Background: an optimization exercise with open tools, aiming at small area and a short achievable clock period. Do not read the settings as production practice. Where RTL was checked, it was by simulation tests only, not by an equivalence proof against the original. For runs 3 to 5, only the layout was checked, not whether the RTL still works. Power and IR drop assume default switching activity.

==> flow/design.v <==
module mul11_cs(
    input  [10:0] x,
    input  [5:0] neg,
    input  [5:0] one,
    input  [5:0] two,
    output [21:0] r0,
    output [21:0] r1
    );
    wire neg0 = neg[0];
    wire one0 = one[0];
    wire two0 = two[0];
    wire neg1 = neg[1];
    wire one1 = one[1];
    wire two1 = two[1];
    wire neg2 = neg[2];
    wire one2 = one[2];
    wire two2 = two[2];
    wire neg3 = neg[3];
    wire one3 = one[3];
    wire two3 = two[3];
    wire neg4 = neg[4];
    wire one4 = one[4];
    wire two4 = two[4];
    wire neg5 = neg[5];
    wire one5 = one[5];
    wire two5 = two[5];
    wire pp0_0 = ((one0 & x[0]) | (two0 & 1'b0)) ^ neg0;
    wire pp0_1 = ((one0 & x[1]) | (two0 & x[0])) ^ neg0;
    wire pp0_2 = ((one0 & x[2]) | (two0 & x[1])) ^ neg0;
    wire pp0_3 = ((one0 & x[3]) | (two0 & x[2])) ^ neg0;
    wire pp0_4 = ((one0 & x[4]) | (two0 & x[3])) ^ neg0;
    wire pp0_5 = ((one0 & x[5]) | (two0 & x[4])) ^ neg0;
    wire pp0_6 = ((one0 & x[6]) | (two0 & x[5])) ^ neg0;
    wire pp0_7 = ((one0 & x[7]) | (two0 & x[6])) ^ neg0;
    wire pp0_8 = ((one0 & x[8]) | (two0 & x[7])) ^ neg0;
    wire pp0_9 = ((one0 & x[9]) | (two0 & x[8])) ^ neg0;
    wire pp0_10 = ((one0 & x[10]) | (two0 & x[9])) ^ neg0;
    wire pp0_11 = ((one0 & 1'b0) | (two0 & x[10])) ^ neg0;
    wire pp1_0 = ((one1 & x[0]) | (two1 & 1'b0)) ^ neg1;
    wire pp1_1 = ((one1 & x[1]) | (two1 & x[0])) ^ neg1;
    wire pp1_2 = ((one1 & x[2]) | (two1 & x[1])) ^ neg1;
    wire pp1_3 = ((one1 & x[3]) | (two1 & x[2])) ^ neg1;
    wire pp1_4 = ((one1 & x[4]) | (two1 & x[3])) ^ neg1;
    wire pp1_5 = ((one1 & x[5]) | (two1 & x[4])) ^ neg1;
    wire pp1_6 = ((one1 & x[6]) | (two1 & x[5])) ^ neg1;
    wire pp1_7 = ((one1 & x[7]) | (two1 & x[6])) ^ neg1;
    wire pp1_8 = ((one1 & x[8]) | (two1 & x[7])) ^ neg1;
    wire pp1_9 = ((one1 & x[9]) | (two1 & x[8])) ^ neg1;
    wire pp1_10 = ((one1 & x[10]) | (two1 & x[9])) ^ neg1;
    wire pp1_11 = ((one1 & 1'b0) | (two1 & x[10])) ^ neg1;
    wire pp2_0 = ((one2 & x[0]) | (two2 & 1'b0)) ^ neg2;
    wire pp2_1 = ((one2 & x[1]) | (two2 & x[0])) ^ neg2;
    wire pp2_2 = ((one2 & x[2]) | (two2 & x[1])) ^ neg2;
    wire pp2_3 = ((one2 & x[3]) | (two2 & x[2])) ^ neg2;
    wire pp2_4 = ((one2 & x[4]) | (two2 & x[3])) ^ neg2;
    wire pp2_5 = ((one2 & x[5]) | (two2 & x[4])) ^ neg2;
    wire pp2_6 = ((one2 & x[6]) | (two2 & x[5])) ^ neg2;
    wire pp2_7 = ((one2 & x[7]) | (two2 & x[6])) ^ neg2;
    wire pp2_8 = ((one2 & x[8]) | (two2 & x[7])) ^ neg2;
    wire pp2_9 = ((one2 & x[9]) | (two2 & x[8])) ^ neg2;
    wire pp2_10 = ((one2 & x[10]) | (two2 & x[9])) ^ neg2;
    wire pp2_11 = ((one2 & 1'b0) | (two2 & x[10])) ^ neg2;
    wire pp3_0 = ((one3 & x[0]) | (two3 & 1'b0)) ^ neg3;
    wire pp3_1 = ((one3 & x[1]) | (two3 & x[0])) ^ neg3;
    wire pp3_2 = ((one3 & x[2]) | (two3 & x[1])) ^ neg3;
    wire pp3_3 = ((one3 & x[3]) | (two3 & x[2])) ^ neg3;
    wire pp3_4 = ((one3 & x[4]) | (two3 & x[3])) ^ neg3;
    wire pp3_5 = ((one3 & x[5]) | (two3 & x[4])) ^ neg3;
    wire pp3_6 = ((one3 & x[6]) | (two3 & x[5])) ^ neg3;
    wire pp3_7 = ((one3 & x[7]) | (two3 & x[6])) ^ neg3;
    wire pp3_8 = ((one3 & x[8]) | (two3 & x[7])) ^ neg3;
    wire pp3_9 = ((one3 & x[9]) | (two3 & x[8])) ^ neg3;
    wire pp3_10 = ((one3 & x[10]) | (two3 & x[9])) ^ neg3;
    wire pp3_11 = ((one3 & 1'b0) | (two3 & x[10])) ^ neg3;
    wire pp4_0 = ((one4 & x[0]) | (two4 & 1'b0)) ^ neg4;
    wire pp4_1 = ((one4 & x[1]) | (two4 & x[0])) ^ neg4;
    wire pp4_2 = ((one4 & x[2]) | (two4 & x[1])) ^ neg4;
    wire pp4_3 = ((one4 & x[3]) | (two4 & x[2])) ^ neg4;
    wire pp4_4 = ((one4 & x[4]) | (two4 & x[3])) ^ neg4;
    wire pp4_5 = ((one4 & x[5]) | (two4 & x[4])) ^ neg4;
    wire pp4_6 = ((one4 & x[6]) | (two4 & x[5])) ^ neg4;
    wire pp4_7 = ((one4 & x[7]) | (two4 & x[6])) ^ neg4;
    wire pp4_8 = ((one4 & x[8]) | (two4 & x[7])) ^ neg4;
    wire pp4_9 = ((one4 & x[9]) | (two4 & x[8])) ^ neg4;
    wire pp4_10 = ((one4 & x[10]) | (two4 & x[9])) ^ neg4;
    wire pp4_11 = ((one4 & 1'b0) | (two4 & x[10])) ^ neg4;
    wire pp5_0 = (one5 & x[0]) | (two5 & 1'b0);
    wire pp5_1 = (one5 & x[1]) | (two5 & x[0]);
    wire pp5_2 = (one5 & x[2]) | (two5 & x[1]);
    wire pp5_3 = (one5 & x[3]) | (two5 & x[2]);
    wire pp5_4 = (one5 & x[4]) | (two5 & x[3]);
    wire pp5_5 = (one5 & x[5]) | (two5 & x[4]);
    wire pp5_6 = (one5 & x[6]) | (two5 & x[5]);
    wire pp5_7 = (one5 & x[7]) | (two5 & x[6]);
    wire pp5_8 = (one5 & x[8]) | (two5 & x[7]);
    wire pp5_9 = (one5 & x[9]) | (two5 & x[8]);
    wire pp5_10 = (one5 & x[10]) | (two5 & x[9]);
    wire pp5_11 = (one5 & 1'b0) | (two5 & x[10]);
    wire w1 = pp0_6 ^ pp1_4;
    wire w2 = pp0_6 & pp1_4;
    wire w3 = pp0_7 ^ pp1_5;
    wire w4 = pp0_7 & pp1_5;
    wire w5 = pp0_8 ^ pp1_6 ^ pp2_4;
    wire w6 = (pp0_8 & pp1_6) | (pp0_8 & pp2_4) | (pp1_6 & pp2_4);
    wire w7 = pp3_2 ^ pp4_0;
    wire w8 = pp3_2 & pp4_0;
    wire w9 = pp0_9 ^ pp1_7 ^ pp2_5;
    wire w10 = (pp0_9 & pp1_7) | (pp0_9 & pp2_5) | (pp1_7 & pp2_5);
    wire w11 = pp3_3 ^ pp4_1;
    wire w12 = pp3_3 & pp4_1;
    wire w13 = pp0_10 ^ pp1_8 ^ pp2_6;
    wire w14 = (pp0_10 & pp1_8) | (pp0_10 & pp2_6) | (pp1_8 & pp2_6);
    wire w15 = pp3_4 ^ pp4_2 ^ pp5_0;
    wire w16 = (pp3_4 & pp4_2) | (pp3_4 & pp5_0) | (pp4_2 & pp5_0);
    wire w17 = pp0_11 ^ pp1_9 ^ pp2_7;
    wire w18 = (pp0_11 & pp1_9) | (pp0_11 & pp2_7) | (pp1_9 & pp2_7);
    wire w19 = pp3_5 ^ pp4_3 ^ pp5_1;
    wire w20 = (pp3_5 & pp4_3) | (pp3_5 & pp5_1) | (pp4_3 & pp5_1);
    wire w21 = pp1_10 ^ pp2_8 ^ pp3_6;
    wire w22 = (pp1_10 & pp2_8) | (pp1_10 & pp3_6) | (pp2_8 & pp3_6);
    wire w23 = pp4_4 ^ pp5_2 ^ neg0;
    wire w24 = (pp4_4 & pp5_2) | (pp4_4 & neg0) | (pp5_2 & neg0);
    wire w25 = pp1_11 ^ pp2_9 ^ pp3_7;
    wire w26 = (pp1_11 & pp2_9) | (pp1_11 & pp3_7) | (pp2_9 & pp3_7);
    wire w27 = pp4_5 ^ pp5_3 ^ neg0;
    wire w28 = (pp4_5 & pp5_3) | (pp4_5 & neg0) | (pp5_3 & neg0);
    wire w29 = pp2_10 ^ pp3_8 ^ pp4_6;
    wire w30 = (pp2_10 & pp3_8) | (pp2_10 & pp4_6) | (pp3_8 & pp4_6);
    wire w31 = pp5_4 ^ ~neg0 ^ ~neg1;
    wire w32 = (pp5_4 & ~neg0) | (pp5_4 & ~neg1) | (~neg0 & ~neg1);
    wire w33 = pp2_11 ^ pp3_9 ^ pp4_7;
    wire w34 = (pp2_11 & pp3_9) | (pp2_11 & pp4_7) | (pp3_9 & pp4_7);
    wire w35 = pp5_5 ^ 1'b1;
    wire w36 = pp5_5 & 1'b1;
    wire w37 = pp3_10 ^ pp4_8 ^ pp5_6;
    wire w38 = (pp3_10 & pp4_8) | (pp3_10 & pp5_6) | (pp4_8 & pp5_6);
    wire w39 = pp3_11 ^ pp4_9;
    wire w40 = pp3_11 & pp4_9;
    wire w41 = pp0_4 ^ pp1_2;
    wire w42 = pp0_4 & pp1_2;
    wire w43 = pp0_5 ^ pp1_3;
    wire w44 = pp0_5 & pp1_3;
    wire w45 = w1 ^ pp2_2 ^ pp3_0;
    wire w46 = (w1 & pp2_2) | (w1 & pp3_0) | (pp2_2 & pp3_0);
    wire w47 = w2 ^ w3 ^ pp2_3;
    wire w48 = (w2 & w3) | (w2 & pp2_3) | (w3 & pp2_3);
    wire w49 = w4 ^ w5 ^ w7;
    wire w50 = (w4 & w5) | (w4 & w7) | (w5 & w7);
    wire w51 = w6 ^ w8 ^ w9;
    wire w52 = (w6 & w8) | (w6 & w9) | (w8 & w9);
    wire w53 = w10 ^ w12 ^ w13;
    wire w54 = (w10 & w12) | (w10 & w13) | (w12 & w13);
    wire w55 = w14 ^ w16 ^ w17;
    wire w56 = (w14 & w16) | (w14 & w17) | (w16 & w17);
    wire w57 = w18 ^ w20 ^ w21;
    wire w58 = (w18 & w20) | (w18 & w21) | (w20 & w21);
    wire w59 = w22 ^ w24 ^ w25;
    wire w60 = (w22 & w24) | (w22 & w25) | (w24 & w25);
    wire w61 = w26 ^ w28 ^ w29;
    wire w62 = (w26 & w28) | (w26 & w29) | (w28 & w29);
    wire w63 = w30 ^ w32 ^ w33;
    wire w64 = (w30 & w32) | (w30 & w33) | (w32 & w33);
    wire w65 = w34 ^ w36 ^ w37;
    wire w66 = (w34 & w36) | (w34 & w37) | (w36 & w37);
    wire w67 = w38 ^ w39 ^ pp5_7;
    wire w68 = (w38 & w39) | (w38 & pp5_7) | (w39 & pp5_7);
    wire w69 = w40 ^ pp4_10 ^ pp5_8;
    wire w70 = (w40 & pp4_10) | (w40 & pp5_8) | (pp4_10 & pp5_8);
    wire w71 = pp4_11 ^ pp5_9;
    wire w72 = pp4_11 & pp5_9;
    wire w73 = pp0_2 ^ pp1_0;
    wire w74 = pp0_2 & pp1_0;
    wire w75 = pp0_3 ^ pp1_1;
    wire w76 = pp0_3 & pp1_1;
    wire w77 = w41 ^ pp2_0 ^ neg2;
    wire w78 = (w41 & pp2_0) | (w41 & neg2) | (pp2_0 & neg2);
    wire w79 = w42 ^ w43 ^ pp2_1;
    wire w80 = (w42 & w43) | (w42 & pp2_1) | (w43 & pp2_1);
    wire w81 = w44 ^ w45 ^ neg3;
    wire w82 = (w44 & w45) | (w44 & neg3) | (w45 & neg3);
    wire w83 = w46 ^ w47 ^ pp3_1;
    wire w84 = (w46 & w47) | (w46 & pp3_1) | (w47 & pp3_1);
    wire w85 = w48 ^ w49 ^ neg4;
    wire w86 = (w48 & w49) | (w48 & neg4) | (w49 & neg4);
    wire w87 = w50 ^ w51 ^ w11;
    wire w88 = (w50 & w51) | (w50 & w11) | (w51 & w11);
    wire w89 = w52 ^ w53 ^ w15;
    wire w90 = (w52 & w53) | (w52 & w15) | (w53 & w15);
    wire w91 = w54 ^ w55 ^ w19;
    wire w92 = (w54 & w55) | (w54 & w19) | (w55 & w19);
    wire w93 = w56 ^ w57 ^ w23;
    wire w94 = (w56 & w57) | (w56 & w23) | (w57 & w23);
    wire w95 = w58 ^ w59 ^ w27;
    wire w96 = (w58 & w59) | (w58 & w27) | (w59 & w27);
    wire w97 = w60 ^ w61 ^ w31;
    wire w98 = (w60 & w61) | (w60 & w31) | (w61 & w31);
    wire w99 = w62 ^ w63 ^ w35;
    wire w100 = (w62 & w63) | (w62 & w35) | (w63 & w35);
    wire w101 = w64 ^ w65 ^ ~neg2;
    wire w102 = (w64 & w65) | (w64 & ~neg2) | (w65 & ~neg2);
    wire w103 = w66 ^ w67 ^ 1'b1;
    wire w104 = (w66 & w67) | (w66 & 1'b1) | (w67 & 1'b1);
    wire w105 = w68 ^ w69 ^ ~neg3;
    wire w106 = (w68 & w69) | (w68 & ~neg3) | (w69 & ~neg3);
    wire w107 = w70 ^ w71 ^ 1'b1;
    wire w108 = (w70 & w71) | (w70 & 1'b1) | (w71 & 1'b1);
    wire w109 = w72 ^ pp5_10 ^ ~neg4;
    wire w110 = (w72 & pp5_10) | (w72 & ~neg4) | (pp5_10 & ~neg4);
    wire w111 = pp5_11 ^ 1'b1;
    wire w112 = pp5_11 & 1'b1;
    assign r0 = {w110, w108, w106, w104, w102, w100, w98, w96, w94, w92, w90, w88, w86, w84, w82, w80, w78, w76, w74, w73, pp0_1, pp0_0};
    assign r1 = {w111, w109, w107, w105, w103, w101, w99, w97, w95, w93, w91, w89, w87, w85, w83, w81, w79, w77, w75, neg1, 1'b0, neg0};
endmodule
module booth_enc11(
    input  [10:0] y,
    output [5:0] neg,
    output [5:0] one,
    output [5:0] two
    );
    assign neg[0] = y[1];
    assign one[0] = y[0] ^ 1'b0;
    assign two[0] = (y[1] & ~y[0] & ~1'b0) | (~y[1] & y[0] & 1'b0);
    assign neg[1] = y[3];
    assign one[1] = y[2] ^ y[1];
    assign two[1] = (y[3] & ~y[2] & ~y[1]) | (~y[3] & y[2] & y[1]);
    assign neg[2] = y[5];
    assign one[2] = y[4] ^ y[3];
    assign two[2] = (y[5] & ~y[4] & ~y[3]) | (~y[5] & y[4] & y[3]);
    assign neg[3] = y[7];
    assign one[3] = y[6] ^ y[5];
    assign two[3] = (y[7] & ~y[6] & ~y[5]) | (~y[7] & y[6] & y[5]);
    assign neg[4] = y[9];
    assign one[4] = y[8] ^ y[7];
    assign two[4] = (y[9] & ~y[8] & ~y[7]) | (~y[9] & y[8] & y[7]);
    assign neg[5] = 1'b0;
    assign one[5] = y[10] ^ y[9];
    assign two[5] = (1'b0 & ~y[10] & ~y[9]) | (~1'b0 & y[10] & y[9]);
endmodule
module lzc12(
    input  [11:0] op,
    output [3:0]  cnt
    );
    assign cnt =
        op[11] ? 4'd0 : op[10] ? 4'd1 : op[9] ? 4'd2 : op[8] ? 4'd3 :
        op[7] ? 4'd4 : op[6] ? 4'd5 : op[5] ? 4'd6 : op[4] ? 4'd7 :
        op[3] ? 4'd8 : op[2] ? 4'd9 : op[1] ? 4'd10 : op[0] ? 4'd11 : 4'd12;
endmodule
module fpu_cmp_core(
    input  [15:0] a,
    input  [15:0] b,
    output        ge
    );
    wire gt, eq;
    mag_cmp15 u_mag(.x(a[14:0]), .y(b[14:0]), .gt(gt), .eq(eq));
    assign ge = (a[15] ^ b[15]) ? ~a[15] : (a[15] ? ~gt : (gt | eq));
endmodule
module mag_cmp15(
    input  [14:0] x,
    input  [14:0] y,
    output        gt,
    output        eq
    );
    wire [15:0] g0 = {1'b0, x & ~y};
    wire [15:0] e0 = {1'b1, ~(x ^ y)};
    wire [7:0] g1, e1;
    wire [3:0] g2, e2;
    wire [1:0] g3, e3;
    genvar i;
    generate
        for (i = 0; i < 8; i = i + 1) begin : l1
            assign g1[i] = g0[2*i+1] | (e0[2*i+1] & g0[2*i]);
            assign e1[i] = e0[2*i+1] & e0[2*i];
        end
        for (i = 0; i < 4; i = i + 1) begin : l2
            assign g2[i] = g1[2*i+1] | (e1[2*i+1] & g1[2*i]);
            assign e2[i] = e1[2*i+1] & e1[2*i];
        end
        for (i = 0; i < 2; i = i + 1) begin : l3
            assign g3[i] = g2[2*i+1] | (e2[2*i+1] & g2[2*i]);
            assign e3[i] = e2[2*i+1] & e2[2*i];
        end
    endgenerate
    assign gt = g3[1] | (e3[1] & g3[0]);
    assign eq = e3[1] & e3[0];
endmodule
module fpu16_top(
    input         aclk,
    input  [15:0] a,
    input  [15:0] b,
    input         a_valid,
    input         b_valid,
    output [15:0] add_result,
    output        add_valid,
    output [15:0] sub_result,
    output        sub_valid,
    output [15:0] mul_result,
    output        mul_valid,
    output [7:0]  cmp_result,
    output        cmp_valid
    );
    reg v0, v1, v2, v3, v4, v5;
    always @(posedge aclk) begin
        v0 <= a_valid & b_valid;
        v1 <= v0; v2 <= v1; v3 <= v2; v4 <= v3; v5 <= v4;
    end
    reg [15:0] a0, b0;
    reg cmp_q;
    wire ge;
    fpu_cmp_core u_cmp(.a(a), .b(b), .ge(ge));
    always @(posedge aclk) begin
        a0 <= a;
        b0 <= b;
        cmp_q <= ge;
    end
    assign cmp_result = {7'b0, cmp_q};
    assign cmp_valid = v0;
    wire a_gt, a_eq;
    mag_cmp15 u_agt(.x(a0[14:0]), .y(b0[14:0]), .gt(a_gt), .eq(a_eq));
    wire h_a0 = |a0[14:10];
    wire h_b0 = |b0[14:10];
    wire [4:0] ea0 = {a0[14:11], a0[10] | ~h_a0};
    wire [4:0] eb0 = {b0[14:11], b0[10] | ~h_b0};
    wire [4:0] dab = ea0 - eb0;
    wire [4:0] dba = eb0 - ea0;
    wire [5:0] bn_a, bo_a, bt_a, bn_b, bo_b, bt_b;
    booth_enc11 u_bea(.y({h_a0, a0[9:0]}), .neg(bn_a), .one(bo_a), .two(bt_a));
    booth_enc11 u_beb(.y({h_b0, b0[9:0]}), .neg(bn_b), .one(bo_b), .two(bt_b));
    reg [14:0] l1, s1;
    reg ls1, es1, fs1, hl1, hs1;
    reg [5:0] bo1, bt1;
    reg [4:0] d1;
    always @(posedge aclk) begin
        l1  <= a_gt ? a0[14:0] : b0[14:0];
        s1  <= a_gt ? b0[14:0] : a0[14:0];
        ls1 <= a_gt ? a0[15] : b0[15];
        es1 <= a0[15] ^ b0[15];
        fs1 <= a_gt ? a0[15] : ~b0[15];
        hl1 <= a_gt ? h_a0 : h_b0;
        hs1 <= a_gt ? h_b0 : h_a0;
        bo1 <= a_gt ? bo_b : bo_a;
        bt1 <= a_gt ? bt_b : bt_a;
        d1  <= a_gt ? dab : dba;
    end
    wire [4:0] le1 = {l1[14:11], l1[10] | ~hl1};
    wire [4:0] se1 = {s1[14:11], s1[10] | ~hs1};
    wire [13:0] s_ext = {hs1, s1[9:0], 3'b0};
    wire [13:0] s_shr = d1[4] ? 14'b0 : s_ext >> d1[3:0];
    wire [13:0] s_lost = d1[4] ? s_ext : s_ext & ~(14'h3fff << d1[3:0]);
    reg [14:0] l2;
    reg [13:0] sal2;
    reg ls2, es2, fs2, hl2, linf2, pani2, bz2;
    always @(posedge aclk) begin
        l2    <= l1;
        sal2  <= {s_shr[13:1], s_shr[0] | (|s_lost)};
        ls2   <= ls1;
        es2   <= es1;
        fs2   <= fs1;
        hl2   <= hl1;
        linf2 <= &l1[14:10];
        pani2 <= es1 & (&s1[14:10]) & ~(|l1[9:0]) & ~(|s1[9:0]);
        bz2   <= ~hl1 & ~(|l1[9:0]);
    end
    wire [13:0] sal_e = linf2 ? 14'b0 : sal2;
    wire [13:0] l_ext = {hl2, l2[9:0], 3'b0};
    reg [14:0] ps3;
    reg [13:0] ms3;
    reg [4:0] le3;
    reg linf3, ls3, es3, fs3, pani3, bz3;
    always @(posedge aclk) begin
        ps3   <= {1'b0, l_ext} + {1'b0, sal_e};
        ms3   <= l_ext - sal_e;
        le3   <= {l2[14:11], l2[10] | ~hl2};
        linf3 <= linf2;
        ls3   <= ls2;
        es3   <= es2;
        fs3   <= fs2;
        pani3 <= pani2;
        bz3   <= bz2;
    end
    wire p_nf = ps3[14];
    wire [9:0] p_fr = p_nf ? ps3[13:4] : ps3[12:3];
    wire p_g  = p_nf ? ps3[3] : ps3[2];
    wire p_r  = p_nf ? ps3[2] : ps3[1];
    wire p_st = p_nf ? (ps3[1] | ps3[0]) : ps3[0];
    wire [4:0] p_e = p_nf ? le3 + 5'd1 : (ps3[13] ? le3 : 5'd0);
    wire p_inc = p_g & (p_r | p_st | p_fr[0]);
    wire [10:0] m_force = (le3 >= 5'd12) ? 11'b0 : (11'b1 << (5'd11 - le3));
    wire [10:0] m_top = ms3[13:3] | m_force;
    wire [3:0] m_sh =
        m_top[10] ? 4'd0 : m_top[9] ? 4'd1 : m_top[8] ? 4'd2 : m_top[7] ? 4'd3 :
        m_top[6] ? 4'd4 : m_top[5] ? 4'd5 : m_top[4] ? 4'd6 : m_top[3] ? 4'd7 :
        m_top[2] ? 4'd8 : m_top[1] ? 4'd9 : m_top[0] ? 4'd10 : 4'd11;
    wire [13:0] m_n = ms3 << m_sh;
    wire [10:0] m_t = ms3[13:3];
    wire [3:0] m_lz =
        m_t[10] ? 4'd0 : m_t[9] ? 4'd1 : m_t[8] ? 4'd2 : m_t[7] ? 4'd3 :
        m_t[6] ? 4'd4 : m_t[5] ? 4'd5 : m_t[4] ? 4'd6 : m_t[3] ? 4'd7 :
        m_t[2] ? 4'd8 : m_t[1] ? 4'd9 : m_t[0] ? 4'd10 : 4'd11;
    wire [5:0] m_ed = {1'b0, le3} - {2'b0, m_lz};
    wire [4:0] m_e = (m_ed[5] | (m_ed == 6'd0)) ? 5'd0 : m_ed[4:0];
    wire m_inc = (m_sh == 4'd0) ? ms3[2] & (ms3[1] | ms3[0] | ms3[3]) :
                 (m_sh == 4'd1) ? ms3[1] & (ms3[0] | ms3[2]) : 1'b0;
    reg [14:0] pv4, mv4;
    reg pinc4, minc4, mz4, linf4, ls4, es4, fs4, pani4, bz4;
    always @(posedge aclk) begin
        pv4   <= {p_e, p_fr};
        pinc4 <= p_inc;
        mv4   <= {m_e, m_n[12:3]};
        minc4 <= m_inc;
        mz4   <= ~(|ms3);
        linf4 <= linf3;
        ls4   <= ls3;
        es4   <= es3;
        fs4   <= fs3;
        pani4 <= pani3;
        bz4   <= bz3;
    end
    wire [14:0] p_rnd = pv4 + pinc4;
    wire [14:0] m_rnd = mv4 + minc4;
    wire [14:0] p_res = ((&p_rnd[14:10]) & ~linf4) ? 15'h7c00 : p_rnd;
    wire [14:0] m_res = ((&m_rnd[14:10]) & ~linf4) ? 15'h7c00 : m_rnd;
    wire [14:0] add_mag = es4 ? m_res : p_res;
    wire [14:0] sub_mag = es4 ? p_res : m_res;
    wire zs = bz4 & ls4 & ~es4;
    wire [15:0] add_c = pani4 ? 16'hfe00 : bz4 ? {zs, 15'b0} :
                        (es4 & mz4) ? 16'b0 : {ls4, add_mag};
    wire [15:0] sub_c = pani4 ? 16'hfe00 : bz4 ? {zs, 15'b0} :
                        (~es4 & mz4) ? 16'b0 : {fs4, sub_mag};
    reg [15:0] add_q, sub_q;
    reg add_vq, sub_vq;
    always @(posedge aclk) begin
        add_q  <= add_c;
        sub_q  <= sub_c;
        add_vq <= v4 & ~(&add_c[14:10]);
        sub_vq <= v4 & ~(&sub_c[14:10]);
    end
    assign add_result = add_q;
    assign add_valid = add_vq;
    assign sub_result = sub_q;
    assign sub_valid = sub_vq;
    wire [10:0] m_x = {hl1, l1[9:0]};
    wire [10:0] m_y = {hs1, s1[9:0]};
    wire [21:0] cs0, cs1;
    wire [5:0] bn1 = {1'b0, m_y[9], m_y[7], m_y[5], m_y[3], m_y[1]};
    mul11_cs u_mul(.x(m_x), .neg(bn1), .one(bo1), .two(bt1), .r0(cs0), .r1(cs1));
    reg [21:0] cs0_2, cs1_2;
    reg [6:0] t2;
    reg msg2, nan2, psel2, zero2;
    always @(posedge aclk) begin
        cs0_2 <= cs0;
        cs1_2 <= cs1;
        t2    <= {2'b0, le1} + {2'b0, se1} - 7'd15;
        msg2  <= es1;
        nan2  <= &l1[14:10];
        psel2 <= (&s1[14:10]) & (ls1 ^ fs1);
        zero2 <= ~hs1 & ~(|s1[9:0]);
    end
    wire [21:0] q_sum = cs0_2 + cs1_2;
    wire [9:0] payload = psel2 ? sal2[12:3] : l2[9:0];
    reg [21:0] q3;
    reg [6:0] t3;
    reg msg3, nan3, zero3;
    always @(posedge aclk) begin
        q3    <= nan2 ? {2'b01, payload, 10'b0} : q_sum;
        t3    <= t2;
        msg3  <= msg2;
        nan3  <= nan2;
        zero3 <= zero2;
    end
    wire [3:0] lq;
    lzc12 u_lq(q3[21:10], lq);
    wire normal = ~t3[6] & (t3[5:0] >= {2'b0, lq});
    reg [21:0] q4;
    reg [6:0] l4, e4;
    reg normal4, msg4, nan4, zero4;
    always @(posedge aclk) begin
        q4      <= q3;
        l4      <= normal ? {3'b0, lq} : t3;
        e4      <= t3 + 7'd1 - {3'b0, lq};
        normal4 <= normal;
        msg4    <= msg3;
        nan4    <= nan3;
        zero4   <= zero3;
    end
    wire [32:0] q_pad = {q4, 11'b0};
    wire [6:0] q_sh = 7'd11 - l4;
    wire [32:0] q_z = q_pad >> q_sh[4:0];
    wire [11:0] win = q_z[21:10];
    wire [22:0] below = ~({23{1'b1}} << q_sh[4:0]);
    wire st4 = |(q4 & below[22:1]);
    wire [6:0] e4p1 = e4 + 7'd1;
    reg [10:0] mant5;
    reg [4:0] e5;
    reg inc5, ovn5, ovc5, normal5, msg5, nan5, zero5;
    always @(posedge aclk) begin
        mant5   <= win[11:1];
        inc5    <= win[0] & (st4 | win[1]);
        e5      <= e4[4:0];
        ovn5    <= normal4 & ($signed(e4) > 30);
        ovc5    <= normal4 & ($signed(e4p1) > 30);
        normal5 <= normal4;
        msg5    <= msg4;
        nan5    <= nan4;
        zero5   <= zero4;
    end
    wire [11:0] mr = {1'b0, mant5} + inc5;
    wire carry = inc5 & (&mant5);
    wire ovf = carry ? ovc5 : ovn5;
    wire [4:0] field = ~normal5 ? {4'b0, mr[10]} : carry ? e5 + 5'd1 : e5;
    wire [15:0] mul_c = nan5 ? {msg5, 5'b11111, mr[9:0]} : zero5 ? {msg5, 15'b0} :
                        ovf ? {msg5, 5'b11111, 10'b0} : {msg5, field, mr[9:0]};
    wire mul_err = nan5 | (ovf & ~zero5);
    reg [15:0] mul_q;
    reg mul_vq;
    always @(posedge aclk) begin
        mul_q  <= mul_c;
        mul_vq <= v5 & ~mul_err;
    end
    assign mul_result = mul_q;
    assign mul_valid = mul_vq;
endmodule
==> flow/flow/run.sh <==
#!/bin/bash
# The standard layout, with buf_2 cells as the port buffers and setup repair
# aimed at a 2.72 ns period (slack margin 5.28 ns at the 8 ns clock).
set -euo pipefail
bash standard.sh SETUP_SLACK_MARGIN=5.28 "BUFFER_PORTS_ARGS=-buffer_cell sky130_fd_sc_hd__buf_2" finish > standard.log 2>&1
==> flow/standard.sh <==
#!/bin/bash
# synth_recipe.tcl (not shown) runs the flow's synth.tcl, then flattens the netlist and writes it again
# the make line also repeats each setting of config.mk as NAME=value (left out here)
make -C /OpenROAD-flow-scripts/flow DESIGN_CONFIG=/design/flow/config.mk WORK_HOME=/design/flow/orfs CLKGATE_MAP_FILE= SYNTH_SCRIPT=/design/flow/synth_recipe.tcl "${@:-finish}"
==> flow/config.mk <==
export PLATFORM = sky130hd
export DESIGN_NAME = fpu16_top
export DESIGN_NICKNAME = fpu16_top
export VERILOG_FILES = /design/flow/design.v
export SDC_FILE = /design/flow/constraint.sdc
export NUM_CORES = 4
export LEC_CHECK = 0
export ABC_AREA = 1
export CAP_MARGIN = 20
export CORE_MARGIN = 2
export CORE_UTILIZATION = 60
export CTS_CLUSTER_DIAMETER = 100
export CTS_CLUSTER_SIZE = 30
export SETUP_SLACK_MARGIN = 5.0
export SLEW_MARGIN = 20
==> flow/constraint.sdc <==
create_clock -name core_clock -period 8.0 [get_ports {aclk}]
set_input_delay 1.6000 -clock core_clock [delete_from_list [all_inputs] [get_ports {aclk}]]
set_output_delay 1.6000 -clock core_clock [all_outputs]
set_load 0.01 [all_outputs]
==> impl_metrics.env, run 1 <==
export IMPL_gp_congestion=0.935
export IMPL_power_density_nw_per_um2=384
export IMPL_grt_pass1_wl_um=74200
export IMPL_postSynth_topFlopCell="dfxtp_1"
export IMPL_tritoncts="built"
export IMPL_numCtsBuffers=17
export IMPL_cp_slowest_cell="fa_1"
export IMPL_p_leak_nw=10.3
export IMPL_cpPeakStageDelay_ns=0.50
export IMPL_dr_pass1_iters=6
export IMPL_numClockSinks=396
export IMPL_drv_cap=0
export IMPL_rows=66
export IMPL_yosysTopAreaCell="dfxtp_1"
export IMPL_clkSlewWorstSetupHoldPaths_ns=0.11
export IMPL_drive_gt1_frac=0.118
export IMPL_post_place_ws_ns=4.67
export IMPL_yosys_top_cells_count="411 x nand2_1, 396 x dfxtp_1, 335 x inv_1, 201 x o21ai_0, 170 x nor2_1"
export IMPL_clk_path_buf_depth=3
export IMPL_die_w_um=186
export IMPL_ir_worst_vdd_v=0.000234
export IMPL_crit_path_end_kind="flip-flop"
export IMPL_multi_input_area_um2=10500
export IMPL_vias=16300
export IMPL_min_period_ns=2.68
export IMPL_dp_hpwl_um=35600
export IMPL_cp_arrival_ns=3.11
export IMPL_core_region_area_um2=32500
export IMPL_area_growth_pct=10.1
export IMPL_initial_core_util=0.610
export IMPL_synth_cells=2466
export IMPL_synth_seq_cells=396
export IMPL_port_buffers=87
export IMPL_grt_max_degree=87
export IMPL_yosysSeqAreaShare=0.399
export IMPL_tightest_slew_ns=0.653
export IMPL_maxSlewViolCount=0
export IMPL_finalHoldViolations=0
export IMPL_yosysTopAreaCellShare=0.399
export IMPL_yosys_top_cells_area="dfxtp_1 40%, ha_1 8.8%, nand2_1 7.8%, inv_1 6.3%, o21ai_0 5.1%"
export IMPL_die_area_um2=34600
export IMPL_relSlewSlack=0.564
export IMPL_finalSetupViolCount=0
export IMPL_worstPathCellList="clkinvlp_4 > o22ai_1 > xor2_1 > fa_1 > inv_1 > fa_1 > inv_1 > fa_1"
export IMPL_syn_area_um2=19800
export IMPL_clk_latency_ns=0.54
export IMPL_period_share=0.336
export IMPL_drcViolationCount=0
export IMPL_first_iter_violations=1136
export IMPL_worstSetupStartpointType="flip-flop"
export IMPL_clock_skew_ns=0.0280
export IMPL_drt_total_wl_um=47100
export IMPL_seq_area_um2=7990
export IMPL_fin_nets=2784
export IMPL_die_h_um=186
export IMPL_root_buffer="clkbuf_16"
export IMPL_synth_cell_types=65
export IMPL_worst_slack_ns=5.32
export IMPL_yosys_warnings=1
export IMPL_synth_edf_count=0
export IMPL_min_path_type="flip-flop to flip-flop"
export IMPL_status="timing/DRC/antenna clean"
export IMPL_cp_max_fo=7
export IMPL_synth_async_sr_flop_share=0
export IMPL_max_freq_ghz=0.372
export IMPL_required_ns=8.43
export IMPL_insertedDiodeCount=0
export IMPL_h_tree_depth=1
export IMPL_rsz0062_at_grt="yes"
export IMPL_path_class="flip-flop to flip-flop"
export IMPL_antenna_found_initial=0
export IMPL_routed_via_density=5.43
export IMPL_drtAntennaViolNets=0
export IMPL_tns_ns=0
export IMPL_fillers=2808
export IMPL_grt_pass1_vias=15000
export IMPL_overflow=0
export IMPL_crit_top_cell="fa_1"
export IMPL_wire_per_inst_um=15.7
export IMPL_grt_total_usage=0.266
export IMPL_syn_avg_cell_area_um2=8.05
export IMPL_io_pins=95
export IMPL_synth_most_common_cell="nand2_1"
[metal layers]
layer | vias up | share of wire | global-route usage
met1 | 7401 | 0.44 | 0.349
met4 | 0 | 0.044 | 0.104
met5 | - | 0 | 0
li1 | 8238 | - | -
met3 | 119 | 0.050 | 0.0227
met2 | 571 | 0.47 | 0.455
[power by group]
part           switching (mW)  leakage, nW  total, mW  internal, mW
sequential              0.516         3.33       3.23          2.71
combinational            2.53         6.75       4.15          1.62
clock                   0.595        0.239       1.01         0.417
total                    3.64         10.3       8.39          4.75
[final timing paths]
path	slack, ns	from	endpoint	cells past startpoint
hold / removal	0.33	l2[12]	le3[2]	0
setup / recovery	5.32	l1[3]	cs1_2[8]	8
hold reg to reg	0.33	l2[12]	le3[2]	0
setup reg to reg	5.32	l1[3]	cs1_2[8]	8
[registers in the layout, indices dropped and copies added, names as in the netlist, 21 cells and up]
register and count:
cs1_2 21, q3 22, q4 22, cs0_2 22
[worst max-delay path: cells and delay by family (launching register included)]
family	cells	cell delay (ns)
AO/OA/AOI/OAI	1	0.25
XOR/XNOR	1	0.11
adder cells (fa/ha/maj)	3	1.41
buffers and inverters	3	0.36
flip-flops	1	0.44
[metrics by stage]
step	util	power [mW]	std cells	hold slack, ns	cell area [um2]
after global routing	0.672	9.17	3007	0.332	21800
after CTS	0.655	8.24	2976	0.331	21300
after global placement	0.631	7.04	2928	0.311	20500
after detailed placement	0.631	7.16	2928	0.312	20500
after floorplan	-	6.05	2472	0.310	19900
final	0.672	8.39	3007	0.330	21800
[layout make-up]
class                           count  share of cell area
Timing Repair Buffer              141              0.0412
Timing Repair inverter              5             0.00137
Sequential cell                   396               0.366
Clock buffer                       20              0.0209
Inverter                          354              0.0639
Clock inverter                      2             0.00132
Tap cell                          442              0.0253
Multi-Input combinational cell   1647               0.480
[what timing repair did]
action | CTS | global route
pin swaps | 1 | 15
hold buffers | 0 | 0
resized for setup | 45 | 91
cloned | 3 | 3
endpoints found under the setup margin | 99 | 86
buffers inserted | 23 | 28
[cell families after synthesis]
logic type                 count (synthesis)  synth area share
AOI/OAI and AO/OA                        518             0.146
xor gates and xnor gates                 121            0.0534
adders and majority gates                187             0.136
buffers and inverters                    429            0.0847
DFF                                      396             0.399
muxes                                     12           0.00630
other                                      1          0.000189
and+or+nand+nor                          802             0.174
[cell usage in the layout, fill, tap and decap left out, types with 7 or more instances in the layout]
| cell | count |
|---|---|
| nor4_1 | 11 |
| o22ai_1 | 61 |
| nand3_2 | 7 |
| nand3_1 | 123 |
| inv_1 | 317 |
| nand2_1 | 409 |
| inv_2 | 11 |
| buf_4 | 44 |
| or2_2 | 8 |
| dfxtp_4 | 14 |
| dfxtp_1 | 372 |
| nor2_1 | 165 |
| nor3_1 | 22 |
| o31ai_1 | 7 |
| xnor2_1 | 18 |
| o211ai_1 | 7 |
| o21ai_0 | 193 |
| o21ai_1 | 9 |
| fa_1 | 47 |
| nor2_2 | 10 |
| buf_2 | 90 |
| nand4_1 | 13 |
| clkbuf_16 | 18 |
| clkinvlp_4 | 16 |
| o221ai_1 | 7 |
| o21bai_1 | 8 |
| a31oi_1 | 10 |
| conb_1 | 7 |
| mux2i_1 | 8 |
| xor2_1 | 102 |
| ha_1 | 133 |
| a21oi_1 | 164 |
| dfxtp_2 | 10 |
| nand3b_1 | 9 |
==> run 2, diff against run 1 <==
--- a/flow/config.mk
+++ b/flow/config.mk
@@ -8,7 +8,7 @@
 export ABC_AREA = 1
 export CAP_MARGIN = 20
 export CORE_MARGIN = 2
-export CORE_UTILIZATION = 60
+export CORE_UTILIZATION = 55
 export CTS_CLUSTER_DIAMETER = 100
 export CTS_CLUSTER_SIZE = 30
 export SETUP_SLACK_MARGIN = 5.0
==> run 2 against run 1 <==
Effect of this change: largest power group unchanged; utilization down 5.6 points; die area up 8.9%; critical path depth unchanged; maximum frequency up 1.1%; global-route usage down 2.2 points; clock skew about the same; sequential power about the same; worst hold slack about the same; synthesized cell count unchanged.
==> impl_metrics.env, run 2 <==
export IMPL_yosysTopAreaCellShare=0.399
export IMPL_drcViolationCount=0
export IMPL_fin_nets=2782
export IMPL_synth_edf_count=0
export IMPL_synth_cell_types=65
export IMPL_top_layer="met5"
export IMPL_die_h_um=194
export IMPL_synth_most_common_cell="nand2_1"
export IMPL_tns_ns=0
export IMPL_tritoncts="built"
export IMPL_initial_core_util=0.558
export IMPL_rsz0062_at_grt="yes"
export IMPL_area_growth_pct=10.2
export IMPL_worst_slack_ns=5.34
export IMPL_drv_cap=0
export IMPL_vias=16400
export IMPL_min_delay_start="l2[12]"
export IMPL_cp_max_fo=8
export IMPL_status="timing/DRC/antenna clean"
export IMPL_combPwrFrac=0.492
export IMPL_maxSlewViolCount=0
export IMPL_syn_avg_cell_area_um2=8.05
export IMPL_syn_area_um2=19800
export IMPL_crit_top_cell="fa_1"
export IMPL_path_class="flip-flop to flip-flop"
export IMPL_wire_per_inst_um=15.9
export IMPL_r2r_setup_slack_ns=5.34
export IMPL_clock_skew_ns=0.0281
export IMPL_yosysSeqAreaShare=0.399
export IMPL_yosys_top_cells_count="411 x nand2_1, 396 x dfxtp_1, 335 x inv_1, 201 x o21ai_0, 170 x nor2_1"
export IMPL_min_to="le3[2]"
export IMPL_rows=69
export IMPL_finalHoldViolations=0
export IMPL_grt_pass1_wl_um=75800
export IMPL_layout_common_cells="410 x nand2_1, 374 x dfxtp_1, 318 x inv_1, 194 x o21ai_0, 166 x nor2_1"
export IMPL_cp_slowest_cell="fa_1"
export IMPL_wl_met2_um=22300
export IMPL_drt_total_wl_um=48100
export IMPL_die_area_um2=37600
export IMPL_overflow=0
export IMPL_required_ns=8.44
export IMPL_power_density_nw_per_um2=387
export IMPL_grt_total_usage=0.244
export IMPL_finalSetupViolCount=0
export IMPL_grt_pass1_vias=15200
export IMPL_drtAntennaViolNets=0
export IMPL_tightest_slew_ns=0.673
export IMPL_crit_path_end_kind="flip-flop"
export IMPL_worstPathCellList="clkinvlp_4 > buf_4 > o22ai_1 > xor2_1 > fa_1 > fa_1 > inv_1 > fa_1"
export IMPL_numCtsBuffers=18
export IMPL_reg2regPathDepth=8
export IMPL_die_w_um=194
export IMPL_power_share_clock=0.128
export IMPL_ir_worst_vdd_v=0.000273
export IMPL_clk_path_buf_depth=3
export IMPL_holdPathStages=0
export IMPL_min_period_ns=2.66
export IMPL_dp_hpwl_um=36900
export IMPL_yosys_top_cells_area="dfxtp_1 40%, ha_1 8.8%, nand2_1 7.8%, inv_1 6.3%, o21ai_0 5.1%"
export IMPL_relSlewSlack=0.551
export IMPL_yosys_warnings=1
export IMPL_core_region_area_um2=35600
export IMPL_max_freq_ghz=0.376
export IMPL_cpPeakStageDelay_ns=0.51
export IMPL_crit_family="adder cells"
export IMPL_wl_met3_um=2620
export IMPL_yosysTopAreaCell="dfxtp_1"
export IMPL_grt_max_degree=87
export IMPL_path_buf_inv=3
export IMPL_routed_via_density=5.41
export IMPL_root_buffer="clkbuf_16"
export IMPL_p_switching_mw=3.69
export IMPL_pwr_share_seq=0.379
export IMPL_clkSlewWorstSetupHoldPaths_ns=0.11
export IMPL_cts_hold_buf=0
export IMPL_synth_async_sr_flop_share=0
export IMPL_wl_met1_um=21000
export IMPL_p_int_mw=4.77
export IMPL_numClockSinks=396
export IMPL_synth_seq_cells=396
export IMPL_period_share=0.332
export IMPL_mostFrequentLayoutCell="nand2_1"
export IMPL_io_pins=95
export IMPL_insertedDiodeCount=0
export IMPL_min_path_type="flip-flop to flip-flop"
export IMPL_post_place_ws_ns=4.53
export IMPL_r2r_start="l1[3]"
export IMPL_dr_pass1_iters=7
export IMPL_worstSetupStartpointType="flip-flop"
export IMPL_antenna_found_initial=1
export IMPL_top_regs="cs0_2 (22), q3 (22), q4 (22)"
export IMPL_first_iter_violations=927
export IMPL_h_tree_depth=1
export IMPL_postSynth_topFlopCell="dfxtp_1"
export IMPL_drive_gt1_frac=0.114
export IMPL_port_buffers=87
export IMPL_synth_cells=2466
export IMPL_cp_arrival_ns=3.10
export IMPL_p_leak_nw=10.3
export IMPL_clk_latency_ns=0.56
export IMPL_rr_endpoint="cs1_2[12]"
export IMPL_netSwitchingFraction=0.436
export IMPL_gp_congestion=0.987
-- run 2: cell counts after synthesis --
No cell type changed its count.
-- run 2: how the worst max path moves through the flow --
stage / from / to / slack, ns / cells after the start
finish: l1[3] / cs1_2[12] / 5.34 / 8
global route: q3[10] / l4[0] / 5.22 / 17
CTS: linf2 / ms3[13] / 5.22 / 15
detailed placement: l4[2] / inc5 / 4.53 / 12
global placement: l4[2] / inc5 / 4.79 / 12
floorplan: b[1] / cmp_q / 5.30 / 9
-- run 2: routing by layer --
metal	global-route usage	vias to the layer above
li1	-	8221
met1	0.313	7426
met2	0.411	597
met3	0.0322	125
met4	0.110	2
met5	0	-
-- run 2: cell type report --
cell class	instances	area, um2
fillers	3180	13700
clock inverters	3	68.8
repair buffers	137	840
flip-flops and latches	396	7990
inverters	354	1410
clock buffers	20	489
well taps	461	577
repair inverters	6	37.5
multi-input cells	1647	10500
-- run 2: kinds of logic after synthesis --
kind of cell,Yosys count,synth area share
AND/OR/NAND/NOR,802,0.174
AO/OA/AOI/OAI,518,0.146
buffers and inverters,429,0.0847
flip-flops,396,0.399
adder cells (fa/ha/maj),187,0.136
XOR/XNOR,121,0.0534
multiplexers,12,0.00630
other,1,0.000189
-- run 2: power by group through the flow --
stage                     Sequential [mW]  Clock (mW)  Combinational, mW
after floorplan                      3.09           0               2.96
after global placement               3.23           0               3.87
after detailed placement             3.24           0               3.96
after CTS                            3.20        1.12               4.02
after global routing                 3.28        1.18               4.74
final                                3.21        1.09               4.17
-- run 2: stage by stage --
step	hold WS, ns	cells	utilization	cell area [um2]	total power, mW
floorplan	0.310	2472	-	19900	6.05
detailed placement	0.312	2950	0.578	20600	7.20
CTS	0.327	2992	0.601	21400	8.34
finish	0.331	3024	0.615	21900	8.46
global placement	0.310	2950	0.578	20600	7.10
global route	0.327	3024	0.615	21900	9.21
-- run 2: repair_timing --
item                       4_1_cts  5_1_grt
gates resized for setup         46       85
gates cloned                     2        4
setup endpoints to repair       81       67
hold endpoints to repair         0        0
buffers inserted                17       28
pin swaps                        1       10
==> run 3, diff against run 2 <==
--- a/flow/design.v
+++ b/flow/design.v
@@ -484,7 +484,11 @@
     end
     wire [32:0] q_pad = {q4, 11'b0};
     wire [6:0] q_sh = 7'd11 - l4;
-    wire [32:0] q_z = q_pad >> q_sh[4:0];
+    wire [32:0] q_z16 = q_sh[4] ? q_pad >> 16 : q_pad;
+    wire [32:0] q_z8  = q_sh[3] ? q_z16 >> 8 : q_z16;
+    wire [32:0] q_z4  = q_sh[2] ? q_z8 >> 4 : q_z8;
+    wire [32:0] q_z2  = q_sh[1] ? q_z4 >> 2 : q_z4;
+    wire [32:0] q_z   = q_sh[0] ? q_z2 >> 1 : q_z2;
     wire [11:0] win = q_z[21:10];
     wire [22:0] below = ~({23{1'b1}} << q_sh[4:0]);
     wire st4 = |(q4 & below[22:1]);
==> run 3 against run 2 <==
Effect of this change: still clean; combinational power hardly changed; total power shrank 1.3%; sequential power barely moved; final cell count decreased by 0.76%; worst setup slack worse by 0.11 ns; clock power down about 10%; critical path type unchanged; largest cell class unchanged; highest routed layer is now met4.
==> impl_metrics.env, run 3 <==
export IMPL_grt_max_degree=87
export IMPL_yosys_top_cells_area="dfxtp_1 40%, ha_1 8.8%, nand2_1 7.8%, inv_1 6.5%, fa_1 4.9%"
export IMPL_period_share=0.346
export IMPL_die_h_um=193
export IMPL_drcViolationCount=0
export IMPL_yosys_top_cells_count="409 x nand2_1, 396 x dfxtp_1, 341 x inv_1, 184 x o21ai_0, 170 x nor2_1"
export IMPL_die_w_um=193
export IMPL_cp_arrival_ns=3.17
export IMPL_ir_worst_vdd_v=0.000256
export IMPL_yosysSeqAreaShare=0.402
export IMPL_overflow=0
export IMPL_core_region_area_um2=35500
export IMPL_yosys_warnings=1
export IMPL_initial_core_util=0.556
export IMPL_syn_area_um2=19700
export IMPL_tns_ns=0
export IMPL_p_int_mw=4.73
export IMPL_worstSetupStartpointType="flip-flop"
export IMPL_io_pins=95
export IMPL_status="timing/DRC/antenna clean"
export IMPL_power_share_clock=0.117
export IMPL_synth_most_common_cell="nand2_1"
export IMPL_die_area_um2=37400
export IMPL_top_regs="cs0_2 (22), q3 (22), q4 (22)"
export IMPL_post_place_ws_ns=4.55
export IMPL_synth_edf_count=0
export IMPL_relSlewSlack=0.422
export IMPL_tightest_slew_ns=0.866
export IMPL_drtAntennaViolNets=0
export IMPL_finalSetupViolCount=0
export IMPL_yosysTopAreaCellShare=0.402
export IMPL_min_period_ns=2.77
export IMPL_path_class="flip-flop to flip-flop"
export IMPL_p_switching_mw=3.61
export IMPL_layout_common_cells="405 x nand2_1, 371 x dfxtp_1, 322 x inv_1, 177 x o21ai_0, 160 x nor2_1"
export IMPL_min_path_type="flip-flop to flip-flop"
export IMPL_numCtsBuffers=17
export IMPL_power_density_nw_per_um2=381
export IMPL_area_growth_pct=10.9
export IMPL_wire_per_inst_um=15.6
export IMPL_synth_cell_types=60
export IMPL_grt_total_usage=0.240
export IMPL_maxSlewViolCount=0
export IMPL_gp_congestion=0.911
export IMPL_drive_gt1_frac=0.129
export IMPL_numClockSinks=396
export IMPL_rsz0062_at_grt="yes"
export IMPL_syn_avg_cell_area_um2=8.07
export IMPL_clk_latency_ns=0.52
export IMPL_dr_pass1_iters=6
export IMPL_antenna_found_initial=0
export IMPL_place_area_um2=20500
export IMPL_p_leak_nw=10.3
export IMPL_tritoncts="built"
export IMPL_synth_cells=2445
export IMPL_first_iter_violations=997
export IMPL_pwr_share_seq=0.384
export IMPL_reg2regPathDepth=8
export IMPL_max_freq_ghz=0.362
export IMPL_synth_async_sr_flop_share=0
export IMPL_stdcell_area_um2=21900
export IMPL_routed_via_density=5.36
export IMPL_clk_path_buf_depth=3
export IMPL_crit_path_end_kind="flip-flop"
export IMPL_fin_util=0.617
export IMPL_clock_skew_ns=0.0175
export IMPL_holdPathStages=0
export IMPL_yosysTopAreaCell="dfxtp_1"
export IMPL_grt_pass1_wl_um=74900
export IMPL_root_buffer="clkbuf_16"
export IMPL_dp_hpwl_um=36200
export IMPL_rows=69
export IMPL_finalHoldViolations=0
export IMPL_clkSlewWorstSetupHoldPaths_ns=0.10
export IMPL_netSwitchingFraction=0.433
export IMPL_vias=16100
export IMPL_postSynth_topFlopCell="dfxtp_1"
export IMPL_drv_cap=0
export IMPL_mostFrequentLayoutCell="nand2_1"
export IMPL_h_tree_depth=1
export IMPL_worst_slack_ns=5.23
export IMPL_cp_max_fo=7
export IMPL_combPwrFrac=0.499
export IMPL_required_ns=8.40
export IMPL_port_buffers=87
export IMPL_insertedDiodeCount=0
export IMPL_fin_nets=2761
export IMPL_synth_seq_cells=396
export IMPL_grt_pass1_vias=15100
export IMPL_drt_total_wl_um=46800
==> run 3: changes by cell type in the layout (fill, tap and decap cells not counted), sizes merged, moves of 5 or more <==
cell / previous run / this run
inv: 331 / 339
nand4: 14 / 19
clkinvlp: 22 / 15
a21oi: 168 / 154
o21ai: 207 / 189
nand3: 131 / 120
o22ai: 67 / 75
o2111ai: 0 / 5
==> run 3: final cells by class <==
type / instances / area (um2)
multi-input cells: 1623 / 10600
repair buffers: 139 / 863
clock buffers: 17 / 425
inverters: 360 / 1410
fillers: 3193 / 13600
well taps: 461 / 577
repair inverters: 2 / 12.5
flip-flops and latches: 396 / 7990
clock inverters: 3 / 32.5
==> run 3: final timing paths <==
path	startpoint	to	slack, ns
min	l2[11]	le3[1]	0.34
max	l1[8]	cs1_2[14]	5.23
min reg2reg	l2[11]	le3[1]	0.34
max reg2reg	l1[8]	cs1_2[14]	5.23
==> run 3: power by group through the flow <==
| stage | clock [mW] | combinational [mW] | sequential (mW) |
|---|---|---|---|
| after global placement | 0 | 3.81 | 3.22 |
| after global routing | 1.08 | 4.76 | 3.28 |
| after detailed placement | 0 | 3.89 | 3.23 |
| after CTS | 1.02 | 3.97 | 3.19 |
| after floorplan | 0 | 2.93 | 3.08 |
| final | 0.980 | 4.17 | 3.20 |
==> run 3: kinds of logic after synthesis <==
| kind of cell | count (synthesis) | share of synthesized area |
|---|---|---|
| simple gates | 798 | 0.174 |
| compound gates | 501 | 0.144 |
| buf+inv | 433 | 0.0856 |
| flops | 396 | 0.402 |
| fa+ha+maj | 187 | 0.137 |
| xor+xnor | 120 | 0.0532 |
| mux | 9 | 0.00488 |
| other cells | 1 | 0.000190 |
==> run 3: stage by stage <==
step | hold slack, ns | total power [mW] | instances
after global placement | 0.310 | 7.02 | 2929
after detailed placement | 0.312 | 7.12 | 2929
after CTS | 0.337 | 8.18 | 2968
final | 0.336 | 8.35 | 3001
after floorplan | 0.310 | 6.01 | 2451
after global routing | 0.341 | 9.12 | 3001
==> run 3: layer usage <==
| layer | part of all wire | track usage | wire, um |
|---|---|---|---|
| met1 | 0.44 | 0.311 | 20700 |
| met4 | 0.035 | 0.0811 | 1630 |
| met3 | 0.049 | 0.0213 | 2300 |
| met5 | 0 | 0 | 0 |
| met2 | 0.47 | 0.419 | 22200 |
==> run 3: what timing repair did <==
item	4_1_cts	5_1_grt
pin swaps	1	29
setup endpoints to repair	59	95
cloned	2	1
hold buffers	0	0
gates resized for setup	51	123
buffers inserted	17	32
==> run 3: worst max-delay path, stage by stage, from the launching register on <==
cell,delay (ns)
dfxtp_4,0.40
clkinvlp_4,0.21
buf_4,0.20
o22ai_2,0.15
xor2_1,0.22
fa_1,0.45
fa_1,0.50
inv_1,0.06
fa_1,0.45
==> run 4, diff against run 3 <==
--- a/flow/config.mk
+++ b/flow/config.mk
@@ -8,7 +8,7 @@
 export ABC_AREA = 1
 export CAP_MARGIN = 20
 export CORE_MARGIN = 2
-export CORE_UTILIZATION = 55
+export CORE_UTILIZATION = 50
 export CTS_CLUSTER_DIAMETER = 100
 export CTS_CLUSTER_SIZE = 30
 export SETUP_SLACK_MARGIN = 5.0
==> run 4 against run 3 <==
Effect of this change: die area grew 9.8%; combinational power is essentially flat; count of clock-buffer cells in the layout grew 2; largest power group unchanged.
==> impl_metrics.env, run 4 <==
export IMPL_status="timing/DRC/antenna clean"
export IMPL_min_delay_start="l2[13]"
export IMPL_maxSlewViolCount=0
export IMPL_power_density_nw_per_um2=381
export IMPL_initial_core_util=0.508
export IMPL_postSynth_topFlopCell="dfxtp_1"
export IMPL_fillers=3639
export IMPL_worstSetupStartpointType="flip-flop"
export IMPL_syn_avg_cell_area_um2=8.07
export IMPL_clk_path_buf_depth=3
export IMPL_reg2regPathDepth=7
export IMPL_cts_hold_buf=0
export IMPL_period_share=0.340
export IMPL_drt_total_wl_um=47500
export IMPL_insertedDiodeCount=0
export IMPL_netSwitchingFraction=0.430
export IMPL_syn_area_um2=19700
export IMPL_synth_cells=2445
export IMPL_numClockSinks=396
export IMPL_drcViolationCount=0
export IMPL_gr_usage_met3=0.0230
export IMPL_top_regs="cs0_2 (22), q3 (22), q4 (22)"
export IMPL_tightest_slew_ns=0.719
export IMPL_finalHoldViolations=0
export IMPL_io_pins=95
export IMPL_p_switching_mw=3.59
export IMPL_dpl_cell_count=2987
export IMPL_synth_cell_types=60
export IMPL_grt_pass1_vias=14900
export IMPL_yosys_warnings=1
export IMPL_h_tree_depth=1
export IMPL_grt_pass1_wl_um=76100
export IMPL_synth_edf_count=0
export IMPL_crit_path_end_kind="flip-flop"
export IMPL_clk_latency_ns=0.53
export IMPL_drtAntennaViolNets=0
export IMPL_drv_cap=0
export IMPL_grtUsageMet1=0.303
export IMPL_fin_nets=2755
export IMPL_grt_total_usage=0.227
export IMPL_yosysSeqAreaShare=0.402
export IMPL_synth_async_sr_flop_share=0
export IMPL_p_leak_nw=10.3
export IMPL_wire_per_inst_um=15.6
export IMPL_root_buffer="clkbuf_16"
export IMPL_min_path_type="flip-flop to flip-flop"
export IMPL_final_cells=3053
export IMPL_drive_gt1_frac=0.123
export IMPL_rows=72
export IMPL_combPwrFrac=0.497
export IMPL_tritoncts="built"
export IMPL_holdPathStages=0
export IMPL_yosys_top_cells_count="409 x nand2_1, 396 x dfxtp_1, 341 x inv_1, 184 x o21ai_0, 170 x nor2_1"
export IMPL_overflow=0
export IMPL_die_area_um2=41100
export IMPL_grt_max_degree=87
export IMPL_p_int_mw=4.75
export IMPL_cp_arrival_ns=3.12
export IMPL_synth_seq_cells=396
export IMPL_area_growth_pct=10.7
export IMPL_yosysTopAreaCellShare=0.402
export IMPL_die_h_um=203
export IMPL_rsz0062_at_grt="yes"
export IMPL_yosys_top_cells_area="dfxtp_1 40%, ha_1 8.8%, nand2_1 7.8%, inv_1 6.5%, fa_1 4.9%"
export IMPL_r2r_setup_slack_ns=5.28
export IMPL_port_buffers=87
export IMPL_routed_via_density=5.19
export IMPL_min_period_ns=2.72
export IMPL_numCtsBuffers=17
export IMPL_finalSetupViolCount=0
export IMPL_core_region_area_um2=38800
export IMPL_power_share_clock=0.119
export IMPL_mostFrequentLayoutCell="nand2_1"
export IMPL_r2r_start="l4[0]"
export IMPL_clkSlewWorstSetupHoldPaths_ns=0.10
export IMPL_die_w_um=203
export IMPL_pwr_share_seq=0.384
export IMPL_tns_ns=0
export IMPL_ir_worst_vdd_v=0.000165
export IMPL_busiest_layer="met2"
export IMPL_relSlewSlack=0.520
export IMPL_synth_most_common_cell="nand2_1"
export IMPL_rr_endpoint="inc5"
export IMPL_vias=15900
export IMPL_max_freq_ghz=0.368
export IMPL_yosysTopAreaCell="dfxtp_1"
export IMPL_power_mw=8.33
export IMPL_cp_max_fo=17
export IMPL_met2_usage=0.379
export IMPL_gp_congestion=0.904
export IMPL_required_ns=8.41
export IMPL_first_iter_violations=1033
export IMPL_clock_skew_ns=0.0179
export IMPL_dr_pass1_iters=5
export IMPL_dp_hpwl_um=37100
export IMPL_layout_common_cells="406 x nand2_1, 369 x dfxtp_1, 325 x inv_1, 179 x o21ai_0, 160 x nor2_1"
export IMPL_fin_util=0.563
export IMPL_path_class="flip-flop to flip-flop"
export IMPL_min_to="le3[3]"
export IMPL_antenna_found_initial=3
[run 4: final cells by class]
type,instances,area [um2],area share
Multi-Input combinational cell,1622,10500,0.480
Sequential cell,396,8000,0.366
Inverter,360,1420,0.0649
Timing Repair Buffer,134,815,0.0373
Tap cell,518,648,0.0297
Clock buffer,19,443,0.0203
Clock inverter,2,25.0,0.00115
Timing Repair inverter,2,12.5,0.000573
[run 4: timing repair]
| item | 4_1_cts | 5_1_grt |
|---|---|---|
| buffers inserted | 16 | 27 |
| gates cloned | 2 | 0 |
| endpoints found under the setup margin | 61 | 111 |
| gates resized for setup | 48 | 109 |
| pin swaps | 1 | 16 |
[run 4: metrics by stage]
stage,hold WS [ns],worst slack (ns),area [um2]
3_5_place_dp,0.312,4.42,20500
6_report,0.330,5.28,21900
5_1_grt,0.336,5.14,21900
3_3_place_gp,0.310,4.60,20500
2_1_floorplan,0.310,5.30,19800
4_1_cts,0.334,5.19,21300
[run 4: cells by family after synthesis]
kind of cell / share of synthesized area
buffers and inverters: 0.0856
DFF: 0.402
other: 0.000190
and+or+nand+nor: 0.174
adders and majority gates: 0.137
AOI/OAI and AO/OA: 0.144
muxes: 0.00488
xor gates and xnor gates: 0.0532
[run 4: worst max-delay path, stage by stage, from the launching register on]
cell and delay [ns]:
dfxtp_1 0.73, inv_1 0.40, o21ai_0 0.38, nand2_1 0.14
a22o_1 0.23, nor4_1 0.29, nand3_1 0.17, o221a_2 0.26
[run 4: routing by layer]
layer | vias to the layer above | wire length [um]
li1 | 8146 | -
met1 | 7182 | 21400
met2 | 417 | 22000
met3 | 106 | 2270
met4 | 2 | 1880
met5 | - | 12
[run 4: how the worst max path moves through the flow]
stage | from | to | slack, ns
after floorplan | b[1] | cmp_q | 5.30
after global placement | l4[2] | inc5 | 4.60
after detailed placement | l4[2] | inc5 | 4.42
after CTS | l4[2] | inc5 | 5.19
after global routing | l4[2] | inc5 | 5.14
final | l4[0] | inc5 | 5.28
[run 4: power by group through the flow]
stage | clock (mW) | sequential [mW] | combinational, mW
5_1_grt | 1.11 | 3.28 | 4.78
6_report | 0.992 | 3.20 | 4.14
3_3_place_gp | 0 | 3.22 | 3.85
3_5_place_dp | 0 | 3.23 | 3.91
4_1_cts | 1.03 | 3.19 | 3.98
2_1_floorplan | 0 | 3.08 | 2.93
==> run 5, diff against run 4 <==
--- a/flow/config.mk
+++ b/flow/config.mk
@@ -8,7 +8,7 @@
 export ABC_AREA = 1
 export CAP_MARGIN = 20
 export CORE_MARGIN = 2
-export CORE_UTILIZATION = 50
+export CORE_UTILIZATION = 60
 export CTS_CLUSTER_DIAMETER = 100
 export CTS_CLUSTER_SIZE = 30
 export SETUP_SLACK_MARGIN = 5.0
==> run 5 against run 4 <==
Effect of this change: worst hold slack worse by 0.0012 ns; largest cell class unchanged; maximum frequency up 1.5%; synthesized cell count unchanged; clock skew up 0.0061 ns; critical path depth up 1; register-to-register slack better by 0.04 ns; non-clock buffer count up 5; sequential power about the same; critical path type unchanged; critical endpoint is now cs1_2[8].
==> impl_metrics.env, run 5 <==
export IMPL_period_share=0.335
export IMPL_path_buf_inv=3
export IMPL_syn_avg_cell_area_um2=8.07
export IMPL_synth_adder_area_share=0.137
export IMPL_cts_hold_buf=0
export IMPL_cp_max_fo=6
export IMPL_wire_per_inst_um=15.5
export IMPL_mostFrequentLayoutCell="nand2_1"
export IMPL_post_place_ws_ns=4.36
export IMPL_layout_common_cells="405 x nand2_1, 368 x dfxtp_1, 325 x inv_1, 178 x o21ai_0, 164 x nor2_1"
export IMPL_h_tree_depth=1
export IMPL_synth_cell_types=60
export IMPL_drive_gt1_frac=0.124
export IMPL_yosysTopAreaCellShare=0.402
export IMPL_dp_hpwl_um=35400
export IMPL_overflow=0
export IMPL_finalSetupViolCount=0
export IMPL_antenna_found_initial=0
export IMPL_crit_family="adder cells"
export IMPL_io_pins=95
export IMPL_tns_ns=0
export IMPL_drv_cap=0
export IMPL_stdcell_area_um2=21800
export IMPL_grt_total_usage=0.264
export IMPL_yosysSeqAreaShare=0.402
export IMPL_relSlewSlack=0.547
export IMPL_p_leak_nw=10.3
export IMPL_grt_max_degree=87
export IMPL_grt_pass1_wl_um=73500
export IMPL_fin_nets=2761
export IMPL_first_iter_violations=1152
export IMPL_synthXorXnorAreaFrac=0.0532
export IMPL_drtAntennaViolNets=0
export IMPL_wl_met2_um=22300
export IMPL_required_ns=8.41
export IMPL_clkSlewWorstSetupHoldPaths_ns=0.11
export IMPL_power_density_nw_per_um2=384
export IMPL_synth_seq_cells=396
export IMPL_routed_via_density=5.40
export IMPL_synth_cells=2445
export IMPL_postSynth_topFlopCell="dfxtp_1"
export IMPL_min_period_ns=2.68
export IMPL_wl_met3_um=2530
export IMPL_synth_compound_area_frac=0.144
export IMPL_worst_slack_ns=5.32
export IMPL_cp_slowest_cell="fa_1"
export IMPL_crit_path_end_kind="flip-flop"
export IMPL_top_regs="cs0_2 (22), q3 (22), q4 (22)"
export IMPL_tritoncts="built"
export IMPL_drt_total_wl_um=46200
export IMPL_initial_core_util=0.608
export IMPL_syn_area_um2=19700
export IMPL_yosys_top_cells_area="dfxtp_1 40%, ha_1 8.8%, nand2_1 7.8%, inv_1 6.5%, fa_1 4.9%"
export IMPL_ir_worst_vdd_v=0.000227
export IMPL_min_path_type="flip-flop to flip-flop"
export IMPL_numClockSinks=396
export IMPL_dr_pass1_iters=5
export IMPL_area_growth_pct=10.4
export IMPL_synth_simple_area_share=0.174
export IMPL_tightest_slew_ns=0.678
export IMPL_cp_arrival_ns=3.09
export IMPL_die_h_um=185
export IMPL_clk_latency_ns=0.53
export IMPL_finalHoldViolations=0
export IMPL_insertedDiodeCount=0
export IMPL_fillers=2754
export IMPL_yosys_warnings=1
export IMPL_wl_met1_um=19900
export IMPL_cpPeakStageDelay_ns=0.50
export IMPL_rsz0062_at_grt="yes"
export IMPL_maxSlewViolCount=0
export IMPL_rows=66
export IMPL_yosys_top_cells_count="409 x nand2_1, 396 x dfxtp_1, 341 x inv_1, 184 x o21ai_0, 170 x nor2_1"
export IMPL_worstPathCellList="clkinvlp_4 > o22ai_1 > xor2_1 > fa_1 > inv_1 > fa_1 > inv_1 > fa_1"
export IMPL_clock_skew_ns=0.0240
export IMPL_clk_path_buf_depth=3
export IMPL_worstSetupStartpointType="flip-flop"
export IMPL_vias=16100
export IMPL_top_layer="met4"
export IMPL_die_area_um2=34400
export IMPL_drcViolationCount=0
export IMPL_port_buffers=87
export IMPL_path_class="flip-flop to flip-flop"
export IMPL_gp_congestion=0.934
export IMPL_synth_top_family_by_area="simple AND/OR/NAND/NOR gates"
export IMPL_synth_async_sr_flop_share=0
export IMPL_numCtsBuffers=17
export IMPL_status="timing/DRC/antenna clean"
export IMPL_synth_mux_area_frac=0.00488
export IMPL_core_region_area_um2=32500
export IMPL_yosysTopAreaCell="dfxtp_1"
export IMPL_place_area_um2=20500
export IMPL_root_buffer="clkbuf_16"
export IMPL_crit_top_cell="fa_1"
export IMPL_die_w_um=185
export IMPL_dpl_cell_count=2912
export IMPL_final_cells=2983
export IMPL_synth_most_common_cell="nand2_1"
export IMPL_max_freq_ghz=0.374
export IMPL_synth_edf_count=0
export IMPL_grt_pass1_vias=15000
==> run 5: cell counts after synthesis <==
Identical to the previous run, type by type.
==> run 5: layer usage <==
layer,vias to the layer above,track usage
met4,0,0.0895
met3,105,0.0279
met1,7304,0.340
met2,536,0.463
li1,8154,-
met5,-,0
==> run 5: timing repair <==
| item | 4_1_cts | 5_1_grt |
|---|---|---|
| buffers inserted | 16 | 31 |
| hold endpoints to repair | 0 | 0 |
| gates resized for setup | 46 | 104 |
| endpoints found under the setup margin | 61 | 115 |
| gates cloned | 1 | 2 |
| pin swaps | 3 | 19 |
==> run 5: area by class of cell <==
type | count | area, um2 | share of cell area
clock inverters | 2 | 23.8 | 0.00109
well taps | 442 | 553 | 0.0254
flip-flops and latches | 396 | 7990 | 0.366
clock buffers | 19 | 443 | 0.0203
inverters | 360 | 1420 | 0.0652
multi-input cells | 1622 | 10500 | 0.481
repair buffers | 139 | 863 | 0.0396
repair inverters | 3 | 22.5 | 0.00103
==> run 5: report_power, final <==
group / internal (mW) / switching (mW) / total, mW
Sequential: 2.71 / 0.493 / 3.21
Combinational: 1.66 / 2.53 / 4.19
Clock: 0.405 / 0.580 / 0.984
==> run 5: cell families (layout without fill, tap and decap cells) <==
kind of cell,after synthesis,in the layout
compound gates,501,501
xor+xnor,120,120
fa+ha+maj,187,187
buf+inv,433,523
flops,396,396
mux,9,9
other cells,1,7
simple gates,798,798
==> run 5: worst paths after layout <==
kind          from  endpoint  slack, ns  cells after the start
max reg2reg  l1[4]  cs1_2[8]       5.32                      8
min            ls2       ls3       0.33                      0
max          l1[4]  cs1_2[8]       5.32                      8
min reg2reg    ls2       ls3       0.33                      0
==> run 5: metrics by stage <==
step,hold WS [ns],utilization,power (mW)
6_report,0.329,0.672,8.38
5_1_grt,0.339,0.672,9.16
4_1_cts,0.333,0.652,8.15
3_5_place_dp,0.312,0.630,7.09
3_3_place_gp,0.310,0.630,6.98
2_1_floorplan,0.310,-,6.01

Setup slack of run 5, layout unchanged: 5.324 ns with ideal ports, 5.324 ns with driving cells assumed (clock clkbuf_16, inputs buf_2), 4.936 ns with port delays also shifted by the 0.570 ns mid clock arrival.
